Source: an optimization exercise on an open RTL-to-GDS flow (aim: small area, a short achievable clock period and few clock cycles). Production flows keep margins and buffers that such runs may drop.
RTL that was checked went through simulation tests only; none was proved equivalent to the original.
Power is estimated from default activity; no workload was simulated.

## happy_face
module happy_face (
    input wire signed [31:0] s_x,
    input wire signed [31:0] s_y,
    input wire signed [31:0] height,
    input wire __clock,
    input wire __reset,
    input wire __start,
    input wire __ready,
    output reg __valid,
    output reg __done,
    output reg signed [31:0] __output_0,
    output reg signed [31:0] __output_1
);
Size in the first run: about 1,600 cells after synthesis.
Settings: LEC_CHECK=0, ABC_AREA=1, CAP_MARGIN=20, CORE_MARGIN=2, CORE_UTILIZATION=40, SLEW_MARGIN=20; clock period 20.0 ns.
standard.sh (not shown) runs the stock make flow with config.mk's settings and CLKGATE_MAP_FILE= SYNTH_SCRIPT=/design/flow/synth_recipe.tcl, a recipe that flattens the netlist after the stock synthesis.
==> flow/flow/run.sh <==
#!/bin/bash
# Standard layout, with plain buffers on the ports instead of delay buffers, a clock tree of
# smaller buffers without dummy loads, and timing repair that aims well below the clock period.
set -euo pipefail
export BUFFER_PORTS_ARGS="-buffer_cell sky130_fd_sc_hd__buf_1"
export CTS_ARGS="-sink_clustering_enable -repair_clock_nets -dont_use_dummy_load -buf_list {sky130_fd_sc_hd__clkbuf_4 sky130_fd_sc_hd__clkbuf_8}"
export SETUP_SLACK_MARGIN=14.5
bash standard.sh > standard.log 2>&1
Rerun with:
--- a/flow/design.v
+++ b/flow/design.v
@@ -25,13 +25,12 @@
     reg [11:0] s;      
     reg [11:0] g;      
     reg [9:0] q;       
     reg [1:0] r3;      
     reg lastrowf;      
     reg bnegf;         
-    reg qzf;           
     wire adv = __ready | ~__valid;
     wire go = ~__start & ~__reset & adv;
     wire iINIT = (ph == INIT);
     wire iCIRC = (ph == CIRC);
     wire iEPRE = (ph == EPRE);
     wire iEYE = (ph == EYE);
@@ -54,13 +53,13 @@
         for (i = 0; i < 12; i = i + 1) sd[i] = s[i] ^ (decr & sz[i]);
     end
     wire bneg = bnegf;
     wire dec_now = ~g[11] & (|g[10:0]);         
     wire [11:0] ycmp = {y[10], y} - {2'b00, x};
     wire cont_now = ~ycmp[11];                   
-    wire qz = qzf;
+    wire qz = (q == 10'd0);
     wire [3:0] dv = {r3, q[9:8]};
     reg [1:0] qd, rn;
     always @* begin
         case (dv)
             4'd0: begin qd = 2'd0; rn = 2'd0; end
             4'd1: begin qd = 2'd0; rn = 2'd1; end
@@ -115,13 +114,13 @@
                 if (k5) begin en0 = 1'b1; inv0 = ~ysg; c0 = ~ysg; en1 = 1'b1; end
                 if (k6) begin en1 = 1'b1; inv1 = 1'b1; c1 = 1'b1; end
                 if (k7) begin
                     if (contf) begin
                         en0 = 1'b1; c0 = 1'b1; en1 = 1'b1; inv1 = bneg;
                     end else begin
-                        en0 = ~qz; en1 = ~qz;
+                        en0 = 1'b1; en1 = 1'b1;
                     end
                 end
             end
             EPRE: begin en0 = 1'b1; en1 = 1'b1; end
             EYE: begin
                 if (!lastrow) begin
@@ -184,13 +183,12 @@
                 r3 <= 2'd0;
             end
             if (divstep) begin
                 q <= {q[7:0], qd};
                 r3 <= rn;
             end
-            if (iCIRC & k5) qzf <= (q == 10'd0);
             if (iCIRC & k2) bnegf <= dec_now & sz[12];
             if (iEPRE | iEYE) lastrowf <= (y_next == 11'd0);
             if (iEPRE | iEYE) lastcolf <= (x_next == sd[9:0]);
         end
     end
     always @(posedge __clock) begin
=>
- The new run completed without violations
- global-route usage shrinks by 0.26 points
- setup slack is worse by 0.022 ns
- power shrinks by 1.1%
- worst hold slack is worse by 0.026 ns
- sequential share of layout area grows by 0.33 points
- fmax shrinks by 0.41%
- sequential power is about the same
- area after synthesis shrinks by 1.4%
Testbench counts after the change, summed over its fixed seeds: cycles 31,968.
For the first run of this note, only the layout was checked, not whether the RTL still works.

========
Another version of the RTL of happy_face (not shown whole).
Size in the first run: about 1600 cells after synthesis, about 140 flip-flops, about 170 I/O pins, about 0.013 mm2 of cells after synthesis.
Settings: LEC_CHECK=0, ABC_AREA=1, CAP_MARGIN=20, CORE_MARGIN=2, CORE_UTILIZATION=40, SLEW_MARGIN=20; clock period 20.0 ns.
Scripts as last shown in full above: flow/flow/run.sh
Change:
--- a/flow/design.v
+++ b/flow/design.v
@@ -23,16 +23,17 @@
     reg [9:0] x;       
     reg [10:0] y;      
     reg [11:0] s;      
     reg [11:0] g;      
     reg [9:0] q;       
     reg [1:0] r3;      
     reg lastrowf;      
     reg bnegf;         
+    reg qzf;           
     wire adv = __ready | ~__valid;
     wire go = ~__start & ~__reset & adv;
     wire iINIT = (ph == INIT);
     wire iCIRC = (ph == CIRC);
     wire iEPRE = (ph == EPRE);
     wire iEYE = (ph == EYE);
     wire iESW = (ph == ESW);
     wire iDONE = (ph == DONE);
@@ -51,17 +52,17 @@
         for (i = 0; i < 12; i = i + 1) sinc[i] = s[i] ^ (&(s | ~((12'd1 << i) - 12'd1)));
         for (i = 0; i < 13; i = i + 1) sz[i] = ~|(s & ((13'd1 << i) - 13'd1));
         for (i = 0; i < 12; i = i + 1) sd[i] = s[i] ^ (decr & sz[i]);
     end
     wire bneg = bnegf;
     wire dec_now = ~g[11] & (|g[10:0]);         
     wire [11:0] ycmp = {y[10], y} - {2'b00, x};
     wire cont_now = ~ycmp[11];                   
-    wire qz = (q == 10'd0);
+    wire qz = qzf;
     wire [3:0] dv = {r3, q[9:8]};
     reg [1:0] qd, rn;
     always @* begin
         case (dv)
             4'd0: begin qd = 2'd0; rn = 2'd0; end
             4'd1: begin qd = 2'd0; rn = 2'd1; end
             4'd2: begin qd = 2'd0; rn = 2'd2; end
             4'd3: begin qd = 2'd1; rn = 2'd0; end
@@ -112,17 +113,17 @@
                 if (k3) begin en0 = 1'b1; en1 = 1'b1; end
                 if (k4) begin en1 = 1'b1; inv1 = 1'b1; c1 = 1'b1; end
                 if (k5) begin en0 = 1'b1; inv0 = ~ysg; c0 = ~ysg; en1 = 1'b1; end
                 if (k6) begin en1 = 1'b1; inv1 = 1'b1; c1 = 1'b1; end
                 if (k7) begin
                     if (contf) begin
                         en0 = 1'b1; c0 = 1'b1; en1 = 1'b1; inv1 = bneg;
                     end else begin
-                        en0 = 1'b1; en1 = 1'b1;
+                        en0 = ~qz; en1 = ~qz;
                     end
                 end
             end
             EPRE: begin en0 = 1'b1; en1 = 1'b1; end
             EYE: begin
                 if (!lastrow) begin
                     en1 = 1'b1; c1 = 1'b1;
                 end else if (!lastcolf) begin
@@ -181,16 +182,17 @@
             if (iINIT & ~neg) begin
                 q <= s[9:0];
                 r3 <= 2'd0;
             end
             if (divstep) begin
                 q <= {q[7:0], qd};
                 r3 <= rn;
             end
+            if (iCIRC & k5) qzf <= (q == 10'd0);
             if (iCIRC & k2) bnegf <= dec_now & sz[12];
             if (iEPRE | iEYE) lastrowf <= (y_next == 11'd0);
             if (iEPRE | iEYE) lastcolf <= (x_next == sd[9:0]);
         end
     end
     always @(posedge __clock) begin
         if (__start) begin
             ph <= INIT;
Core utilization came out lower by 0.94 points. Setup slack improves by 15 ps. Synthesized cell count came out higher by 3.8%. Routed wire length came out lower by 1.6%. Flip-flop and latch count came out higher by 1. Final area barely changes.
Testbench counts after the change, summed over its fixed seeds: cycles 31,968.
No functional check of the RTL was part of the first run of this note.

========
the reference run:
happy_face with an RTL version that a note above also has.
Size in the first run: about 170 I/O pins, about 0.013 mm^2 of cells after synthesis.
clock: 20.0 ns
lec_check: 0
abc_area: 1
cap_margin: 20
core_margin: 2
core_utilization: 55
slew_margin: 20
==> flow/flow/run.sh <==
#!/bin/bash
# Standard layout, with plain buffers on the ports instead of delay buffers, a clock tree of
# smaller buffers without dummy loads, and timing repair that aims well below the clock period.
set -euo pipefail
export BUFFER_PORTS_ARGS="-buffer_cell sky130_fd_sc_hd__buf_1"
export CTS_ARGS="-sink_clustering_enable -repair_clock_nets -dont_use_dummy_load -buf_list {sky130_fd_sc_hd__clkbuf_4 sky130_fd_sc_hd__clkbuf_8}"
export SETUP_SLACK_MARGIN=14.75
bash standard.sh > standard.log 2>&1
Testbench counts of the reference run, summed over its fixed seeds: cycles 31,968.
Input changes introduced in the trial run (baseline for comparison: the reference run):
-- flow/design.v --
<<< the reference run, line 20
    reg decr;          
    reg contf;         
    reg lastcolf;      
    reg [9:0] x;       
    reg [10:0] y;      
>>> the trial run, line 20
    reg decr;          
    reg contf;         
    reg [9:0] x;       
    reg [10:0] y;      
<<< the reference run, line 27
    reg [9:0] q;       
    reg [1:0] r3;      
    reg lastrowf;      
    reg bnegf;         
    wire adv = __ready | ~__valid;
>>> the trial run, line 26
    reg [9:0] q;       
    reg [1:0] r3;      
    reg bnegf;         
    wire adv = __ready | ~__valid;
<<< the reference run, line 83
    wire [11:0] y2 = y[10] ? 12'd2 : {y, 1'b0};    
    wire ysg = y[10];
    wire lastrow = lastrowf;
    wire s0_x2 = iCIRC & k1;
    wire s0_s = (iCIRC & (k3 | (k7 & contf))) | iNEGM;
>>> the trial run, line 81
    wire [11:0] y2 = y[10] ? 12'd2 : {y, 1'b0};    
    wire ysg = y[10];
    wire lastrow = (y == 11'd0);
    wire lastcolf = (x == sd[9:0]);
    wire s0_x2 = iCIRC & k1;
    wire s0_s = (iCIRC & (k3 | (k7 & contf))) | iNEGM;
<<< the reference run, line 188
            end
            if (iCIRC & k2) bnegf <= dec_now & sz[12];
            if (iEPRE | iEYE) lastrowf <= (y_next == 11'd0);
            if (iEPRE | iEYE) lastcolf <= (x_next == sd[9:0]);
        end
    end
>>> the trial run, line 187
            end
            if (iCIRC & k2) bnegf <= dec_now & sz[12];
        end
    end
Notes after the runs:
The trial run vs the reference run, cell count went down by about 3.5%. | total placed instance area | higher: the reference run |. Combinational fraction of design power: the trial run and the reference run compared, higher one is the trial run. Switching power summed over all nets was higher in the trial run than in the reference run. The proportion of cell area occupied by multi-input gates was comparable across the trial run and the reference run.
The RTL of the trial run was laid out without a check of its function.

========
happy_face, a different RTL version from the one above (not shown whole).
Size in the first run: about 1500 cells after synthesis, ~140 flip-flops, about 170 I/O pins, about 12000 µm² of cells after synthesis.
## happy_face
module happy_face (
    input wire signed [31:0] s_x,
    input wire signed [31:0] s_y,
    input wire signed [31:0] height,
    input wire __clock,
    input wire __reset,
    input wire __start,
    input wire __ready,
    output reg __valid,
    output reg __done,
    output reg signed [31:0] __output_0,
    output reg signed [31:0] __output_1
);
export LEC_CHECK = 0
export ABC_AREA = 1
export CAP_MARGIN = 20
export CORE_MARGIN = 2
export CORE_UTILIZATION = 55
export SLEW_MARGIN = 20
create_clock -name core_clock -period 20.0 [get_ports {__clock}]
Scripts as last shown in full above: flow/flow/run.sh
Change:
--- a/flow/design.v
+++ b/flow/design.v
@@ -20,16 +20,17 @@
     reg decr;          
     reg contf;         
     reg lastcolf;      
     reg [9:0] x;       
     reg [10:0] y;      
     reg [11:0] s;      
     reg [11:0] g;      
     reg [9:0] q;       
+    reg [1:0] r3;      
     reg bnegf;         
     wire adv = __ready | ~__valid;
     wire go = ~__start & ~__reset & adv;
     wire iINIT = (ph == INIT);
     wire iCIRC = (ph == CIRC);
     wire iEPRE = (ph == EPRE);
     wire iEYE = (ph == EYE);
     wire iESW = (ph == ESW);
@@ -50,28 +51,35 @@
         for (i = 0; i < 13; i = i + 1) sz[i] = ~|(s & ((13'd1 << i) - 13'd1));
         for (i = 0; i < 12; i = i + 1) sd[i] = s[i] ^ (decr & sz[i]);
     end
     wire bneg = bnegf;
     wire dec_now = ~g[11] & (|g[10:0]);         
     wire [11:0] ycmp = {y[10], y} - {2'b00, x};
     wire cont_now = ~ycmp[11];                   
     wire qz = (q == 10'd0);
-    reg [9:0] div3;
-    reg [1:0] r3c;
-    reg [2:0] t3c;
-    integer bb;
+    wire [3:0] dv = {r3, q[9:8]};
+    reg [1:0] qd, rn;
     always @* begin
-        r3c = 2'd0;
-        for (bb = 9; bb >= 0; bb = bb - 1) begin
-            t3c = {r3c, s[bb]};
-            div3[bb] = (t3c >= 3'd3);
-            r3c = div3[bb] ? (t3c - 3'd3) : t3c[1:0];
-        end
+        case (dv)
+            4'd0: begin qd = 2'd0; rn = 2'd0; end
+            4'd1: begin qd = 2'd0; rn = 2'd1; end
+            4'd2: begin qd = 2'd0; rn = 2'd2; end
+            4'd3: begin qd = 2'd1; rn = 2'd0; end
+            4'd4: begin qd = 2'd1; rn = 2'd1; end
+            4'd5: begin qd = 2'd1; rn = 2'd2; end
+            4'd6: begin qd = 2'd2; rn = 2'd0; end
+            4'd7: begin qd = 2'd2; rn = 2'd1; end
+            4'd8: begin qd = 2'd2; rn = 2'd2; end
+            4'd9: begin qd = 2'd3; rn = 2'd0; end
+            4'd10: begin qd = 2'd3; rn = 2'd1; end
+            default: begin qd = 2'd3; rn = 2'd2; end
+        endcase
     end
+    wire divstep = iCIRC & (x == 10'd0) & (k0 | k1 | k2 | k3 | k4);
     wire [11:0] gop = k1 ? {~ydec, 1'b1} : {1'b0, xinc, 1'b1};
     wire [11:0] gsum;
     hf_add12 u_gadd (.a(g), .b(gop), .ci(k1), .s(gsum));
     wire [11:0] x2 = {1'b0, x, 1'b0};
     wire [11:0] y2 = y[10] ? 12'd2 : {y, 1'b0};    
     wire ysg = y[10];
     wire lastrow = (y == 11'd0);
     wire s0_x2 = iCIRC & k1;
@@ -164,17 +172,24 @@
             q <= height[31:22];
             neg <= height[31];
         end else if (go) begin
             if (x_inc | x_clr) x <= x_next;
             if (y_dn | y_ld) y <= y_next;
             if (iCIRC & k7 & contf & ~decr) s <= sinc;
             if (exit_eye) s <= {2'b00, q};
             if ((iCIRC & k0) | (iCIRC & k1 & decr)) g <= gsum;
-            if (iINIT & ~neg) q <= div3;
+            if (iINIT & ~neg) begin
+                q <= s[9:0];
+                r3 <= 2'd0;
+            end
+            if (divstep) begin
+                q <= {q[7:0], qd};
+                r3 <= rn;
+            end
             if (iCIRC & k2) bnegf <= dec_now & sz[12];
             if (iEPRE | iEYE) lastcolf <= (x_next == sd[9:0]);
         end
     end
     always @(posedge __clock) begin
         if (__start) begin
             ph <= INIT;
             __valid <= 1'b0;
Effect: Global-route usage increases by 1.1 points. Final cell count rises by about 1.8%. Power goes down by about 18%. Area after synthesis rises by about 3%. Synthesized cell count rises by about 9%.
Testbench counts after the change, summed over its fixed seeds: cycles 31,968.
The RTL of the first run of this note was laid out without a check of its function.

## separate check: timing with driven ports
No port has a modelled driver above. Below, the same layouts with a new extraction and two added sets of constraints. Step 1: set_driving_cell puts a clkbuf_16 on __clock and a buf_2 on each other input, an assumption about the parent block. Step 2 adds t to the input delays and takes it off the output delays; t is the mean of the earliest and latest rising clock arrival at the registers after step 1. Input paths then give back, and output paths get back, about the clock's delay inside the block. a / b / c = ideal ports / drivers / drivers and shift; a / b = the first two.
run | shift t [ns] | setup WS [ns] | worst setup path at the end | slew at the worst register clock pin (ns)
the first run of note 1 | 0.516 | 14.563 / 14.580 / 14.064 | input to register | 0.10 / 0.10
the second run of note 1 | 0.528 | 14.541 / 14.560 / 14.032 | input to register | 0.09 / 0.09
the first run of note 2 | 0.530 | 14.648 / 14.648 / 14.117 | input to register | 0.10 / 0.10
the second run of note 2 | 0.530 | 14.663 / 14.666 / 14.135 | input to register | 0.09 / 0.09
the reference run | 0.487 | 14.770 / 14.763 / 14.276 | input to register | 0.09 / 0.09
the trial run | 0.508 | 14.817 / 14.830 / 14.323 | input to register | 0.09 / 0.09
the first run of note 4 | 0.502 | 14.690 / 14.677 / 14.175 | input to register | 0.09 / 0.09
the second run of note 4 | 0.506 | 14.888 / 14.848 / 14.398 | input to register | 0.09 / 0.09
After both steps every run listed still meets setup and hold. The setup slack of the first run of note 2, which loses most, moves by 0.000 ns with the drivers and by -0.531 ns with both steps.
